This design comes from an exercise in tuning for small area and a short achievable clock period on the open sky130 flow, not from production work.
Only simulation tests tie the RTL to the original design; equivalence was not proved.
No activity file was given, so power comes from the tool's default toggle rates.

`flow/config.mk`:
```
export PLATFORM = sky130hd
export DESIGN_NAME = cpu_phase1
export DESIGN_NICKNAME = cpu_phase1
export VERILOG_FILES = /design/flow/design.v
export SDC_FILE = /design/flow/constraint.sdc
export NUM_CORES = 8
export LEC_CHECK = 0
export CAP_MARGIN = 20
export CORE_MARGIN = 2
export CORE_UTILIZATION = 40
export SLEW_MARGIN = 20
```
`flow/constraint.sdc`:
```
create_clock -name core_clock -period 260.0 [get_ports {clk}]
set_input_delay 52.0000 -clock core_clock [delete_from_list [all_inputs] [get_ports {clk}]]
set_output_delay 52.0000 -clock core_clock [all_outputs]
set_load 0.01 [all_outputs]
```
`flow/design.v`:
```
`timescale 1ns/10ps  
module GPReg(
	output reg [31:0] q,  
	input wire clk,  
	input wire clr,  
	input wire enable,  
	input wire [31:0] d  
);
	always@(posedge clk) 
	begin
		if (clr) begin
			q[31:0] <= 32'b0;  
		end
		else if(enable) begin
			q[31:0] <= d[31:0];
		end 
	end
endmodule
module mdrUnit(
  output[31:0] q,
  input[31:0] busMuxOut, mDataIn, 
  input clk, clr, MDRin, MDRread);
wire [31:0] muxOut, mdr_input;
assign mdr_input = (MDRread) ? mDataIn : busMuxOut;
GPReg MDRReg(q, clk, clr, MDRin, mdr_input);
endmodule
module bus(
  output [31:0] busMuxOut,
  input [31:0] R0in, R1in, R2in, R3in, R4in, R5in, R6in, R7in, R8in, R9in, R10in, 
  R11in, R12in, R13in, R14in, R15in, HIin, LOin, ZHighIn, ZLowIn, PCin, MDRin,
  inPortIn, C_sign_extended,
  input R0Out, R1Out, R2Out, R3Out, R4Out, R5Out, R6Out, R7Out,
  R8Out, R9Out, R10Out, R11Out, R12Out, R13Out, R14Out, R15Out, hiOut, loOut,
  ZHighout, ZLowout, PCout, MDRout, inPortOut, Cout);
  reg [31:0] busOutput;
  always @ (*)
  begin
  if(R0Out == 1)
    busOutput <= R0in;
   else if (R1Out == 1)
    busOutput <= R1in;
   else if (R2Out == 1)
    busOutput <= R2in;
   else if (R3Out == 1)
    busOutput <= R3in;
   else if (R4Out == 1)
    busOutput <= R4in;
   else if (R5Out == 1)
    busOutput <= R5in;
   else if (R6Out == 1)
     busOutput <= R6in;
   else if (R7Out == 1)
    busOutput <= R7in;
   else if (R8Out == 1)
    busOutput <= R8in;
   else if (R9Out == 1)
    busOutput <= R9in;
   else if (R10Out == 1)
    busOutput <= R10in;
   else if (R11Out == 1)
     busOutput <= R11in;
   else if (R12Out == 1)
    busOutput <= R12in;
   else if (R13Out == 1)
    busOutput <= R13in;
   else if (R14Out == 1)
    busOutput <= R14in;
   else if (R15Out == 1)
    busOutput <= R15in;
   else if (hiOut == 1)
    busOutput <= HIin;
  else if (loOut == 1)
    busOutput <= LOin;
  else if (ZHighout == 1)
    busOutput <= ZHighIn;
  else if (ZLowout == 1)
    busOutput <= ZLowIn;
  else if (PCout == 1)
    busOutput <= PCin;
  else if (MDRout == 1)
    busOutput <= MDRin;
  else if (inPortOut == 1)
    busOutput <= inPortIn;
  else if (Cout == 1)
    busOutput <= C_sign_extended;
	else
		busOutput <= 0;
  end
  assign busMuxOut = busOutput;
endmodule
`timescale 1ns/10ps
module not_op (
	input wire [31:0] regA,
	output wire [31:0] regZ
	);
	genvar j;
	generate
		for (j=0; j<32; j=j+1)
		begin : loop
			assign regZ[j] = !regA[j];  
		end
	endgenerate
endmodule
`timescale 1ns/10ps
module add_op (input [31:0] regA, input [31:0] regB, input wire cin, 
	output wire [31:0] sum, output wire cout); 
	wire cout1; 
	CLA16 CLA1 (.regA(regA[15:0]), .regB(regB[15:0]), .cin(cin), .sum(sum[15:0]), .cout(cout1));  
	CLA16 CLA2 (.regA(regA[31:16]), .regB(regB[31:16]), .cin(cout1), .sum(sum[31:16]), .cout(cout));  
endmodule
module CLA4 (input [3:0] regA, input [3:0] regB, input wire cin, output wire [3:0] sum, output wire cout);
	wire [3:0] prop, gen, carry; 
	assign prop = regA ^ regB;
	assign gen = regA & regB;
	assign carry[0] = cin;
	assign carry[1] = gen[0] | (prop[0] & carry[0]);
	assign carry[2]= gen[1] | (prop[1] & gen[0]) | (prop[1] & prop[0] & carry[0]);
	assign carry[3]= gen[2] | (prop[2] & gen[1]) | (prop[2] & prop[1] & gen[0]) | (prop[2] & prop[1] & prop[0] & carry[0]);
	assign cout = gen[3] | (prop[3]&gen[2]) | (prop[3]&prop[2]&gen[1]) | (prop[3]&prop[2]&prop[1]&gen[0]) | (prop[3]&prop[2]&prop[1]&prop[0]&carry[0]);
	assign sum[3:0] = prop ^ carry;
endmodule
module CLA16 (input [15:0] regA, input [15:0] regB, input wire cin, output wire [15:0] sum, output wire cout);
	wire cout1, cout2, cout3;
	CLA4 CLA1 (.regA(regA[3:0]), .regB(regB[3:0]), .cin(cin), .sum(sum[3:0]), .cout(cout1)); 
	CLA4 CLA2 (.regA(regA[7:4]), .regB(regB[7:4]), .cin(cout1), .sum(sum[7:4]), .cout(cout2));
	CLA4 CLA3 (.regA(regA[11:8]), .regB(regB[11:8]), .cin(cout2), .sum(sum[11:8]), .cout(cout3));
	CLA4 CLA4 (.regA(regA[15:12]), .regB(regB[15:12]), .cin(cout3), .sum(sum[15:12]), .cout(cout));
endmodule
`timescale 1ns/10ps
module neg_op (
	input wire [31:0] regA,
	input wire [31:0] regB,
	output wire [31:0] regZ
);
	wire [31:0] temp;  
	wire cout;  
	not_op not_op(.regA(regA), .regZ(temp));
	add_op add_op(.regA(temp), .regB(32'd1), .cin(1'd0), .sum(regZ), .cout(cout));
endmodule
`timescale 1ns/10ps
module sub_op (input [31:0] regA, input [31:0] regB, input wire cin, 
	output wire [31:0] sum, output wire cout); 
	wire [31:0] temp;  
	neg_op neg(.regA(regB), .regZ(temp));
	add_op add(.regA(regA), .regB(temp), .cin(cin), .sum(sum), .cout(cout));
endmodule
`timescale 1ns/10ps
module and_op(
	input wire [31:0] regA,
	input wire [31:0] regB,
	output wire [31:0] regZ
);
	genvar j;  
	generate
		for (j=0; j<32; j=j+1)  
		begin : loop
			assign regZ[j] = ((regA[j]) & (regB[j]));  
		end
	endgenerate
endmodule
`timescale 1ns/10ps
module or_op(
	input wire [31:0] regA,
	input wire [31:0] regB,
	output wire [31:0] regZ
);
	genvar j;  
	generate
		for (j=0; j<32; j=j+1)  
		begin : loop
			assign regZ[j] = ((regA[j]) | (regB[j]));  
		end
	endgenerate
endmodule
`timescale 1ns/10ps
module shl_op (
	input wire [31:0] data_in,
	input wire [31:0] numOfShifts,
	output wire [31:0] data_out
);
	assign data_out[31:0] = data_in << numOfShifts; 
endmodule
`timescale 1ns/10ps
module shr_op (
	input wire [31:0] data_in,
	input wire [31:0] numOfShifts,
	output wire [31:0] data_out
);
	assign data_out[31:0] = data_in >> numOfShifts; 
endmodule
`timescale 1ns/10ps
module rol_op (input wire [31:0] data_in, input wire [4:0] numOfRotateBits,
	output reg [31:0] data_out);
	always @ (*)  
	begin
		case(numOfRotateBits)	
			5'd1 : data_out <= {data_in[30:0], data_in[31]};  
			5'd2 : data_out <= {data_in[29:0], data_in[31:30]};
			5'd3 : data_out <= {data_in[28:0], data_in[31:29]};
			5'd4 : data_out <= {data_in[27:0], data_in[31:28]};
			5'd5 : data_out <= {data_in[26:0], data_in[31:27]};
			5'd6 : data_out <= {data_in[25:0], data_in[31:26]};
			5'd7 : data_out <= {data_in[24:0], data_in[31:25]};
			5'd8 : data_out <= {data_in[23:0], data_in[31:24]};
			5'd9 : data_out <= {data_in[22:0], data_in[31:23]};
			5'd10: data_out <= {data_in[21:0], data_in[31:22]};
			5'd11: data_out <= {data_in[20:0], data_in[31:21]};
			5'd12: data_out <= {data_in[19:0], data_in[31:20]};
			5'd13: data_out <= {data_in[18:0], data_in[31:19]};
			5'd14: data_out <= {data_in[17:0], data_in[31:18]};
			5'd15: data_out <= {data_in[16:0], data_in[31:17]};
			5'd16: data_out <= {data_in[15:0], data_in[31:16]};
			5'd17: data_out <= {data_in[14:0], data_in[31:15]};
			5'd18: data_out <= {data_in[13:0], data_in[31:14]};
			5'd19: data_out <= {data_in[12:0], data_in[31:13]};
			5'd20: data_out <= {data_in[11:0], data_in[31:12]};
			5'd21: data_out <= {data_in[10:0], data_in[31:11]};
			5'd22: data_out <= {data_in[9:0], data_in[31:10]};
			5'd23: data_out <= {data_in[8:0], data_in[31:9]};
			5'd24: data_out <= {data_in[7:0], data_in[31:8]};
			5'd25: data_out <= {data_in[6:0], data_in[31:7]};
			5'd26: data_out <= {data_in[5:0], data_in[31:6]};
			5'd27: data_out <= {data_in[4:0], data_in[31:5]};
			5'd28: data_out <= {data_in[3:0], data_in[31:4]};
			5'd29: data_out <= {data_in[2:0], data_in[31:3]};
			5'd30: data_out <= {data_in[1:0], data_in[31:2]};
			5'd31: data_out <= {data_in[0], data_in[31:1]};
			default: data_out <= data_in;  
		endcase
	end
endmodule
`timescale 1ns/10ps
module ror_op (input wire [31:0] data_in, input wire [4:0] numOfRotateBits,
	output reg [31:0] data_out);
	always @ (*)  
	begin
		case(numOfRotateBits)  
			5'd31: 	data_out <= {data_in[30:0], data_in[31]};  
			5'd30: 	data_out <= {data_in[29:0], data_in[31:30]};
			5'd29: 	data_out <= {data_in[28:0], data_in[31:29]};
			5'd28: 	data_out <= {data_in[27:0], data_in[31:28]};
			5'd27: 	data_out <= {data_in[26:0], data_in[31:27]};							
			5'd26: 	data_out <= {data_in[25:0], data_in[31:26]};
			5'd25: 	data_out <= {data_in[24:0], data_in[31:25]};
			5'd24: 	data_out <= {data_in[23:0], data_in[31:24]};
			5'd23: 	data_out <= {data_in[22:0], data_in[31:23]};
			5'd22: 	data_out <= {data_in[21:0], data_in[31:22]};						
			5'd21: 	data_out <= {data_in[20:0], data_in[31:21]};
			5'd20: 	data_out <= {data_in[19:0], data_in[31:20]};
			5'd19: 	data_out <= {data_in[18:0], data_in[31:19]};
			5'd18: 	data_out <= {data_in[17:0], data_in[31:18]};
			5'd17: 	data_out <= {data_in[16:0], data_in[31:17]};
			5'd16:  data_out <= {data_in[15:0], data_in[31:16]};
			5'd15:  data_out <= {data_in[14:0], data_in[31:15]};
			5'd14:  data_out <= {data_in[13:0], data_in[31:14]};
			5'd13:  data_out <= {data_in[12:0], data_in[31:13]};
			5'd12:  data_out <= {data_in[11:0], data_in[31:12]};
			5'd11:  data_out <= {data_in[10:0], data_in[31:11]};
			5'd10:  data_out <= {data_in[9:0], data_in[31:10]};
			5'd9:   data_out <= {data_in[8:0], data_in[31:9]};
			5'd8:   data_out <= {data_in[7:0], data_in[31:8]};
			5'd7:   data_out <= {data_in[6:0], data_in[31:7]};
			5'd6:   data_out <= {data_in[5:0], data_in[31:6]};
			5'd5:   data_out <= {data_in[4:0], data_in[31:5]};
			5'd4:   data_out <= {data_in[3:0], data_in[31:4]};
			5'd3:   data_out <= {data_in[2:0], data_in[31:3]};
			5'd2:	data_out <= {data_in[1:0], data_in[31:2]};
			5'd1:	data_out <= {data_in[0], data_in[31:1]};							
			default: data_out <= data_in;  
		endcase
	end
endmodule
`timescale 1ns/10ps
module mult_op (input signed [31:0] multiplicand, multiplier, output [32*2-1:0] result);
	reg [2:0] cc [(32/2)-1:0];
	reg [33:0] pp [(32/2)-1:0];
	reg [32*2-1:0] spp [(32/2)-1:0];
	reg [32*2-1:0] product;
	integer x, y;
	wire [32:0] multiplier_comp;  
	assign multiplier_comp = {~multiplier[31], ~multiplier}+1;
	always @ (multiplier or multiplicand or multiplier_comp)
	begin 
		cc[0] = {multiplicand[1], multiplicand[0], 1'b0};
		for (x=1; x<(32/2); x=x+1)
			cc[x] = {multiplicand[2*x+1], multiplicand[2*x], multiplicand[2*x-1]};
		for (x=0; x<(32/2); x=x+1)
		begin
			case(cc[x])
				3'b001 : pp[x] = {{2{multiplier[32-1]}}, multiplier};
				3'b010 : pp[x] = {{2{multiplier[32-1]}}, multiplier};
				3'b011 : pp[x] = {multiplier[32-1], multiplier, 1'b0};
				3'b100 : pp[x] = {multiplier_comp, 1'b0};
				3'b101 : pp[x] = {multiplier_comp[32], multiplier_comp};
				3'b110 : pp[x] = {multiplier_comp[32], multiplier_comp};
				default : pp[x] = 0;
			endcase
			spp[x] = $signed(pp[x]);
			for (y=0; y<x; y=y+1)
				spp[x] = {spp[x], 2'b00};
		end
		product = spp[0];
		for (x=1; x<(32/2); x=x+1)
			product = product + spp[x];
	end
	assign result = product;
endmodule
`timescale 1ns/10ps
module div_op (input signed [31:0] dividend, divisor, output reg [32*2-1:0] result);
	reg signed [31:0] hi, lo;  
	always @ (*)  
	begin
		if (divisor == 32'sd0) begin  
			hi = dividend;
			lo = -32'sd1;
		end
		else if (dividend == 32'sh80000000 && divisor == -32'sd1) begin  
			hi = 32'sd0;
			lo = dividend;
		end
		else begin
			hi = dividend % divisor;
			lo = (dividend - hi) / divisor;
		end
		begin
			result = {hi, lo};
		end
	end
endmodule
`timescale 1ns/10ps
module alu (
	output reg [31:0] ZLowout, ZHighout,
	input clk,
	input clr, 
	input IncPC,
	input wire [31:0] regA,
	input wire [31:0] regB,
	input wire [4:0] opcode
);
	parameter alu_add = 5'b00011, alu_sub = 5'b00100, alu_shr = 5'b00101, alu_shl = 5'b00110, alu_ror = 5'b00111, alu_rol = 5'b01000, alu_and = 5'b01001, alu_or = 5'b01010, alu_mult = 5'b01110, 
	alu_div = 5'b01111, alu_neg = 5'b10000, alu_not = 5'b10001;  
	wire [31:0] add_op_sum, sub_op_sum, shr_op_out, shl_op_out, ror_op_out, rol_op_out, and_op_out, or_op_out, neg_op_out, not_op_out;
	wire [63:0] mult_op_out, div_op_out;
	wire add_op_cout, sub_op_cout;
	always @ (*)
		begin
			case(opcode)
			alu_add: begin
				ZLowout <= regA + regB;
				ZHighout <= 32'd0;  
			end
			alu_sub: begin
				ZLowout <= sub_op_sum[31:0];  
				ZHighout <= 32'd0;  
			end
			alu_shr: begin
				ZLowout <= shr_op_out[31:0];  
				ZHighout <= 32'd0;  
			end
			alu_shl: begin
				ZLowout <= shl_op_out[31:0];  
				ZHighout <= 32'd0;  
			end
			alu_ror: begin
				ZLowout <= ror_op_out[31:0];  
				ZHighout <= 32'd0;  
			end
			alu_rol: begin
				ZLowout <= rol_op_out[31:0];  
				ZHighout <= 32'd0;  
			end
			alu_and: begin
				ZLowout <= and_op_out[31:0];  
				ZHighout <= 32'd0;  
			end
			alu_or: begin
				ZLowout <= or_op_out[31:0];  
				ZHighout <= 32'd0;  
			end
			alu_mult: begin
				ZHighout <= mult_op_out[63:32]; 
				ZLowout <= mult_op_out[31:0]; 
			end
			alu_div: begin
				ZHighout <= div_op_out[63:32]; 
				ZLowout <= div_op_out[31:0];   
			end
			alu_neg: begin
				ZLowout <= neg_op_out[31:0];  
				ZHighout <= 32'd0;  
			end
			alu_not: begin
				ZLowout <= not_op_out[31:0];  
				ZHighout <= 32'd0;  
			end
			default: begin  
				ZLowout <= 32'd69; 
				ZHighout <= 32'd0; 
			end 
		endcase
	end
	add_op add_M0(.regA(regA), .regB(regB), .cin(1'd0), .sum(add_op_sum), .cout(add_op_cout));
	sub_op sub_M0(.regA(regA), .regB(regB), .cin(1'd0), .sum(sub_op_sum), .cout(sub_op_cout));
	shr_op shr_M0(regA, regB, shr_op_out);
	shl_op shl_M0(regA, regB, shl_op_out);
	ror_op ror_M0(regA, regB[4:0], ror_op_out);
	rol_op rol_M0(regA, regB[4:0], rol_op_out);
	and_op and_M0(regA, regB, and_op_out);
	or_op or_M0(regA, regB, or_op_out);
	mult_op mult_M0(regA, regB, mult_op_out);
	div_op div_M0(.dividend(regA), .divisor(regB), .result(div_op_out));  
	neg_op neg_M0(.regA(regB), .regB(32'd0), .regZ(neg_op_out));  
	not_op not_M0(regB, not_op_out);  
endmodule
`timescale 1ns/10ps
module cpu_phase1(
	output [31:0] busMuxOut,
	input PCout,
	input ZHighout,
	input ZLowout,
	input MDRout,
	input R2Out,
	input R4Out,
	input MARin,
	input Zin,
	input PCin,
	input MDREnable,
	input IRin,
	input Yin,
	input IncPC,
	input MDRread,
   input [4:0] operation,
	input R5Enable,
	input R2Enable,
	input R4Enable,
	input clk, clr,
	input [31:0] mDataIn
);
  wire [31:0] busMuxInR0_to_AND;
  wire [31:0] encoderInput;
  wire [4:0] encoderOutput; 
  wire R0Out = 0;
  wire R1Out = 0;
  wire R3Out = 0;
  wire R5Out = 0;
  wire R6Out = 0;
  wire R7Out = 0;
  wire R8Out = 0;
  wire R9Out = 0;
  wire R10Out = 0;
  wire R11Out = 0;
  wire R12Out = 0;
  wire R13Out = 0;
  wire R14Out = 0;
  wire R15Out = 0;
  wire hiOut = 0;
  wire loOut = 0;
  wire inPortOut = 0;
  wire Cout = 0;
  assign encoderInput = {{8{1'b0}}, Cout, inPortOut, MDRout, PCout, ZLowout, ZHighout, loOut, hiOut, R15Out,
                         R14Out, R13Out, R12Out, R11Out, R10Out, R9Out, R8Out, R7Out, R6Out, R5Out, 
                         R4Out, R3Out, R2Out, R1Out, R0Out};
  wire [31:0] busMuxInR0 = busMuxInR0_to_AND;
  wire [31:0] busMuxInR1;
  wire [31:0] busMuxInR2;
  wire [31:0] busMuxInR3;
  wire [31:0] busMuxInR4;
  wire [31:0] busMuxInR5;
  wire [31:0] busMuxInR6;
  wire [31:0] busMuxInR7;
  wire [31:0] busMuxInR8;
  wire [31:0] busMuxInR9;
  wire [31:0] busMuxInR10;
  wire [31:0] busMuxInR11;
  wire [31:0] busMuxInR12;
  wire [31:0] busMuxInR13;
  wire [31:0] busMuxInR14;
  wire [31:0] busMuxInR15;
  wire [31:0] busMuxInHi;
  wire [31:0] busMuxInLo;
  wire [31:0] busMuxInZHi;
  wire [31:0] busMuxInZLo;
  wire [31:0] busMuxInPC;
  wire [31:0] busMuxInMDR;
  wire [31:0] busMuxInInPort;
  wire [31:0] busMuxInC;
  wire [31:0] busMuxInY;
  wire [31:0] busMuxOutMDR;
  wire [31:0] ALUInZHi, ALUInZLo;
  wire R1Enable,   R3Enable,   R6Enable, R7Enable, R8Enable, R9Enable, 
  R10Enable, R11Enable, R12Enable, R13Enable, R14Enable, R15Enable, hiEnable, loEnable, zHiEnable, 
  zLoEnable, pcEnable,   inPortEnable, CEnable; 
  assign R1Enable = 0;
  assign R3Enable = 0;
  assign R6Enable = 0;
  assign R7Enable = 0;
  assign R8Enable = 0;
  assign R9Enable = 0;
  assign R10Enable = 0;
  assign R11Enable = 0;
  assign R12Enable = 0;
  assign R13Enable = 0;
  assign R14Enable = 0;
  assign R15Enable = 0;
  assign hiEnable = 0;
  assign loEnable = 0;
  assign zHiEnable = 0;
  assign zLoEnable = 0;
  assign inPortEnable = 0;
  assign CEnable = 0;
  assign pcEnable = PCin;
	GPReg R0(busMuxInR0_to_AND, clk, clr, 1'd0, busMuxOut);
  GPReg R1(busMuxInR1, clk, clr, R1Enable, busMuxOut);
  GPReg R2(busMuxInR2, clk, clr, R2Enable, busMuxOut);
  GPReg R3(busMuxInR3, clk, clr, R3Enable, busMuxOut);
  GPReg R4(busMuxInR4, clk, clr, R4Enable, busMuxOut);
  GPReg R5(busMuxInR5, clk, clr, R5Enable, busMuxOut);
  GPReg R6(busMuxInR6, clk, clr, R6Enable, busMuxOut);
  GPReg R7(busMuxInR7, clk, clr, R7Enable, busMuxOut);
  GPReg R8(busMuxInR8, clk, clr, R8Enable, busMuxOut);
  GPReg R9(busMuxInR9, clk, clr, R9Enable, busMuxOut);
  GPReg R10(busMuxInR10, clk, clr, R10Enable, busMuxOut);
  GPReg R11(busMuxInR11, clk, clr, R11Enable, busMuxOut);
  GPReg R12(busMuxInR12, clk, clr, R12Enable, busMuxOut);
  GPReg R13(busMuxInR13, clk, clr, R13Enable, busMuxOut);
  GPReg R14(busMuxInR14, clk, clr, R14Enable, busMuxOut);
  GPReg R15(busMuxInR15, clk, clr, R15Enable, busMuxOut);
  GPReg hiReg(busMuxInHi, clk, clr, hiEnable, busMuxOut);
  GPReg loReg(busMuxInLo, clk, clr, loEnable, busMuxOut);
  GPReg zHiReg(busMuxInZHi, clk, clr, Zin, ALUInZHi);
  GPReg zLoReg(busMuxInZLo, clk, clr, Zin, ALUInZLo);
  GPReg pcReg(busMuxInPC, clk, clr, pcEnable, busMuxOut);
  GPReg inPortReg(busMuxInInPort, clk, clr, inPortEnable, busMuxOut);
  GPReg cReg(busMuxInC, clk, clr, CEnable, busMuxOut);
  GPReg Y(busMuxInY, clk, clr, Yin, busMuxOut);
  mdrUnit MDRUnit(busMuxInMDR, busMuxOut, mDataIn, clk, clr, MDREnable, MDRread);
  bus phase1bus(busMuxOut, busMuxInR0, busMuxInR1, busMuxInR2, busMuxInR3, busMuxInR4,
                busMuxInR5, busMuxInR6, busMuxInR7, busMuxInR8, busMuxInR9, busMuxInR10,
                busMuxInR11, busMuxInR12, busMuxInR13, busMuxInR14, busMuxInR15, busMuxInHi,
                busMuxInLo, busMuxInZHi, busMuxInZLo, busMuxInPC, busMuxInMDR, busMuxInInPort,
                busMuxInC, R0Out, R1Out, R2Out, R3Out, R4Out, R5Out, R6Out, R7Out, R8Out, R9Out,
                R10Out, R11Out, R12Out, R13Out, R14Out, R15Out, hiOut, loOut, ZHighout, ZLowout, 
                PCout, MDRout, inPortOut, Cout);
  alu aluPhase1(.ZHighout(ALUInZHi), .ZLowout(ALUInZLo), .clk(clk), .clr(clr), .regA(busMuxInY), .regB(busMuxOut), .opcode(operation), .IncPC(IncPC));
  endmodule
```
`flow/run.sh`:
```
#!/bin/bash
# synth_recipe.tcl (not shown) runs the flow's synth.tcl, then flattens the netlist and writes it again
# the make line also repeats each setting of config.mk as NAME=value (left out here)
make -C /OpenROAD-flow-scripts/flow DESIGN_CONFIG=/design/flow/config.mk WORK_HOME=/design/flow/orfs CLKGATE_MAP_FILE= SYNTH_SCRIPT=/design/flow/synth_recipe.tcl finish
```
==> out/results.ini <==
[power_and_ir_drop]
p_sw_share_pct = 50.0
seq-power_w = 0.0000469
pwr-share-seq_pct = 0.1
pwr-share-comb_pct = 99.7
pg_clk_w = 0.0000387
internal-power_w = 0.0159
p_switching_w = 0.0159
power_density_mw_per_mm2 = 209
top_power_group = combinational logic
power.total_w = 0.0319
powerComb_w = 0.0318
clkPwrFrac_pct = 0.1
leakagePower_nw = 68.3
vdd_drop_max_mv = 0.650

[cells_and_area]
layout-drive-gt1-share_pct = 19.9
syn2layout_area_growth_pct = 22.0
n_fill_cell = 32200
fin_nets = 22300
fin_area_mm2 = 0.152
finalNonFillerCells = 24600

[drt]
post_drt_wl_per_cell_um = 31.5
drt_iter0_markers = 25500
drt_wl_total_um = 774000
ant_nets = 0
vias = 165000
drc = 0
vias_per_cell = 6.70
dr.pass1.iters = 17

[synth]
synthArstFlopShare_pct = 0
netlist_area_mm2 = 0.125
postSynthAreaPerCell_um2 = 6.72
synthCells = 18600
syn_nets = 20500
yosysWarningCount = 10
ys_seq_area_share_pct = 3.59
synth_edf_count = 0
synth_ff_type = dfxtp_1
synth-seq-cells = 224
synth_cell_types = 119

[sta]
finalClockSkew_ps = 73.8
period_minus_slack_ps = 248860
setup_slack_ps = 11140
tightestPinTransition_ps = 1430
relSlewSlack_pct = 4.52
final-setup-viol-count = 0
holdWs_ps = 460
min_period_over_period_pct = 95.7
finalHoldViolations = 0
slew_violations = 0
fmax_mhz = 4.02

[clock_tree]
root_buffer = clkbuf_16
htree_levels = 1
clock-sinks = 224
clock_latency_ps = 650
cts_tree = yes
cts_made_buffers = 25
clk_path_buf_depth = 3
clk_pin_slew_worst_paths_ps = 70

[setup_path]
setup.worst_path.class = in -> reg
endpoint = zLoReg.q[7]
endpoint_kind = flip-flop
crit_top_cell = o21a_1
crit_slowest_cell = or4b_2
reg2reg_from = zLoReg.q[31]
path_buf_inv = 107
required_ps = 260420
path_delay_family = compound AO/OA/AOI/OAI gates
critPathLaunch = MDRout
r2r-end = zLoReg.q[7]
worstPathMaxFanout = 37
r2r_slack_ps = 62530
max_stage_delay_ps = 720
r2r_cells = 1046
critPathLaunchType = input pin
crit_cells = 866
cp.arrival_ps = 249280

[outcome]
status = no timing/DRC/antenna violations

[global_route]
grt_max_degree = 107
antenna_found_initial = 71
grt_overflow = 0
grt_pass1_wl_um = 1090000
grt_pass1_vias = 151000
grt_usage_pct = 46.7

[min_path]
whs_path_depth = 2
holdPathEnd = zLoReg.q[8]
min_path_type = reg -> reg
min_from = zLoReg.q[8]

[die]
dieArea_mm2 = 0.317
ioPinCount = 88
die_h_um = 563
start_util_pct = 40.1
row_count = 205
core-area_mm2 = 0.311
fp.dieW_um = 563

[placed_design]
port-buffer-count = 83
place_inst = 24400
place_area_mm2 = 0.150
place_ws_ps = 1260
gp_congestion = 1.13
hpwl_um = 569000

[job]
cap_violations = 0

==> placed cells by master (no fill, tap or decap), drive strengths merged, types with 69 or more instances in the layout <==
cell type / count
o21a: 429
a21o: 299
nor2: 2087
nor4: 99
or3: 178
o211ai: 164
a211oi: 325
ha: 1364
nor3: 608
clkdlybuf4s50: 69
o21bai: 91
o22ai: 384
mux2i: 141
mux2: 101
and3: 115
a31oi: 232
and2: 113
nand2b: 146
nand3: 342
o31ai: 116
dfxtp: 224
a221oi: 214
nand4: 264
or2: 149
a22oi: 544
xor2: 234
a21oi: 1446
nor2b: 163
o221ai: 132
a221o: 156
inv: 958
fa: 504
buf: 3141
a21boi: 102
a41oi: 70
nand2: 1811
xnor2: 820
o21ai: 1364
==> per-layer routing <==
metal  global-route usage, %  share of wire, %
met5                    1.08             0.077
met4                    36.5                10
met3                    17.3                13
met2                    67.3                40
met1                    55.8                37
==> repair_timing <==
item                       CTS  global route
setup endpoints to repair    0            32
setup buffers                0            43
resized for setup            0           377
hold buffers                 0             0
hold endpoints to repair     0             0
==> logic make-up (layout without fill, tap and decap cells) <==
| kind of cell | Yosys count | count (layout) | synth area share, % |
|---|---|---|---|
| AO/OA/AOI/OAI | 6523 | 6523 | 34.7 |
| XOR/XNOR | 1054 | 1054 | 7.40 |
| adder cells (fa/ha/maj) | 1868 | 1868 | 21.7 |
| buffers and inverters | 2423 | 4228 | 7.52 |
| flip-flops | 224 | 224 | 3.59 |
| multiplexers | 247 | 247 | 2.14 |
| other | 0 | 59 | 0 |
| AND/OR/NAND/NOR | 6243 | 6243 | 22.9 |
==> synth_stat cells (148+ instances only) <==
library cell	count	area share, %
nor2_1	2086	6.3
nand2_1	1809	5.4
a21oi_1	1437	5.8
ha_1	1364	14
o21ai_0	1309	5.2
clkbuf_1	1125	3.4
inv_1	918	2.8
xnor2_1	819	5.7
nor3_1	604	2.4
a22oi_1	544	3.3
fa_1	504	8.1
o21a_1	429	2.6
o22ai_1	383	1.9
nand3_1	339	1.4
a211oi_1	323	1.9
a21o_1	299	1.8
nand4_1	261	1.3
buf_1	239	0.72
xor2_1	234	1.6
dfxtp_1	224	3.6
a221oi_1	210	1.5
a31oi_1	205	1.0
or3_1	178	0.89
o211ai_1	164	0.99
nor2b_1	163	0.82
a221o_1	156	1.3
or2_2	148	0.74
==> layout make-up <==
| type | count | area (µm²) | share of cell area, % |
|---|---|---|---|
| clock buffers | 37 | 763 | 0.501 |
| clock inverters | 8 | 57.6 | 0.0378 |
| diodes | 59 | 148 | 0.0969 |
| multi-input cells | 15900 | 113000 | 74.4 |
| well taps | 4140 | 5180 | 3.40 |
| repair buffers | 3214 | 24600 | 16.2 |
| inverters | 969 | 3650 | 2.40 |
| flip-flops and latches | 224 | 4600 | 3.02 |
==> through the flow <==
| stage | TNS [ps] | utilization, % |
|---|---|---|
| 2_1_floorplan | 0 | - |
| 3_3_place_gp | 0 | 48.0 |
| 3_5_place_dp | 0 | 48.0 |
| 4_1_cts | 0 | 48.3 |
| 5_1_grt | -10790 | 48.9 |
| 6_report | 0 | 48.9 |
==> state kept, by name, indices dropped and copies added, names as in the netlist <==
name	cells
pcReg.q	32
zHiReg.q	32
MDRUnit.MDRReg.q	32
R2.q	32
Y.q	32
R4.q	32
zLoReg.q	32

-- separate check: timing with driven ports --
How much do the figures lean on ideal ports? The routed layout below was timed once more, with nothing changed but the port constraints.
Step 1, drivers: a clkbuf_16 drives clk and a buf_2 each remaining input, both assumed.
Step 2 moves the port delays by t, midway between the first and last clock arrival at a register: inputs arrive t later, outputs are due t later. That takes back most of the time a late clock gives input paths.
Slacks: ideal / step 1 / step 2; pairs: ideal / step 1.
t, ns: 0.696
slack for setup (ns): 11.143 / 11.175 / 10.479
worst setup path after step 2: input to register
latest minus earliest clock arrival (ns): 0.074 / 0.074
After both steps setup and hold are still met in this run. The setup slack of this run moves by +0.032 ns with the drivers and by -0.664 ns with both steps.
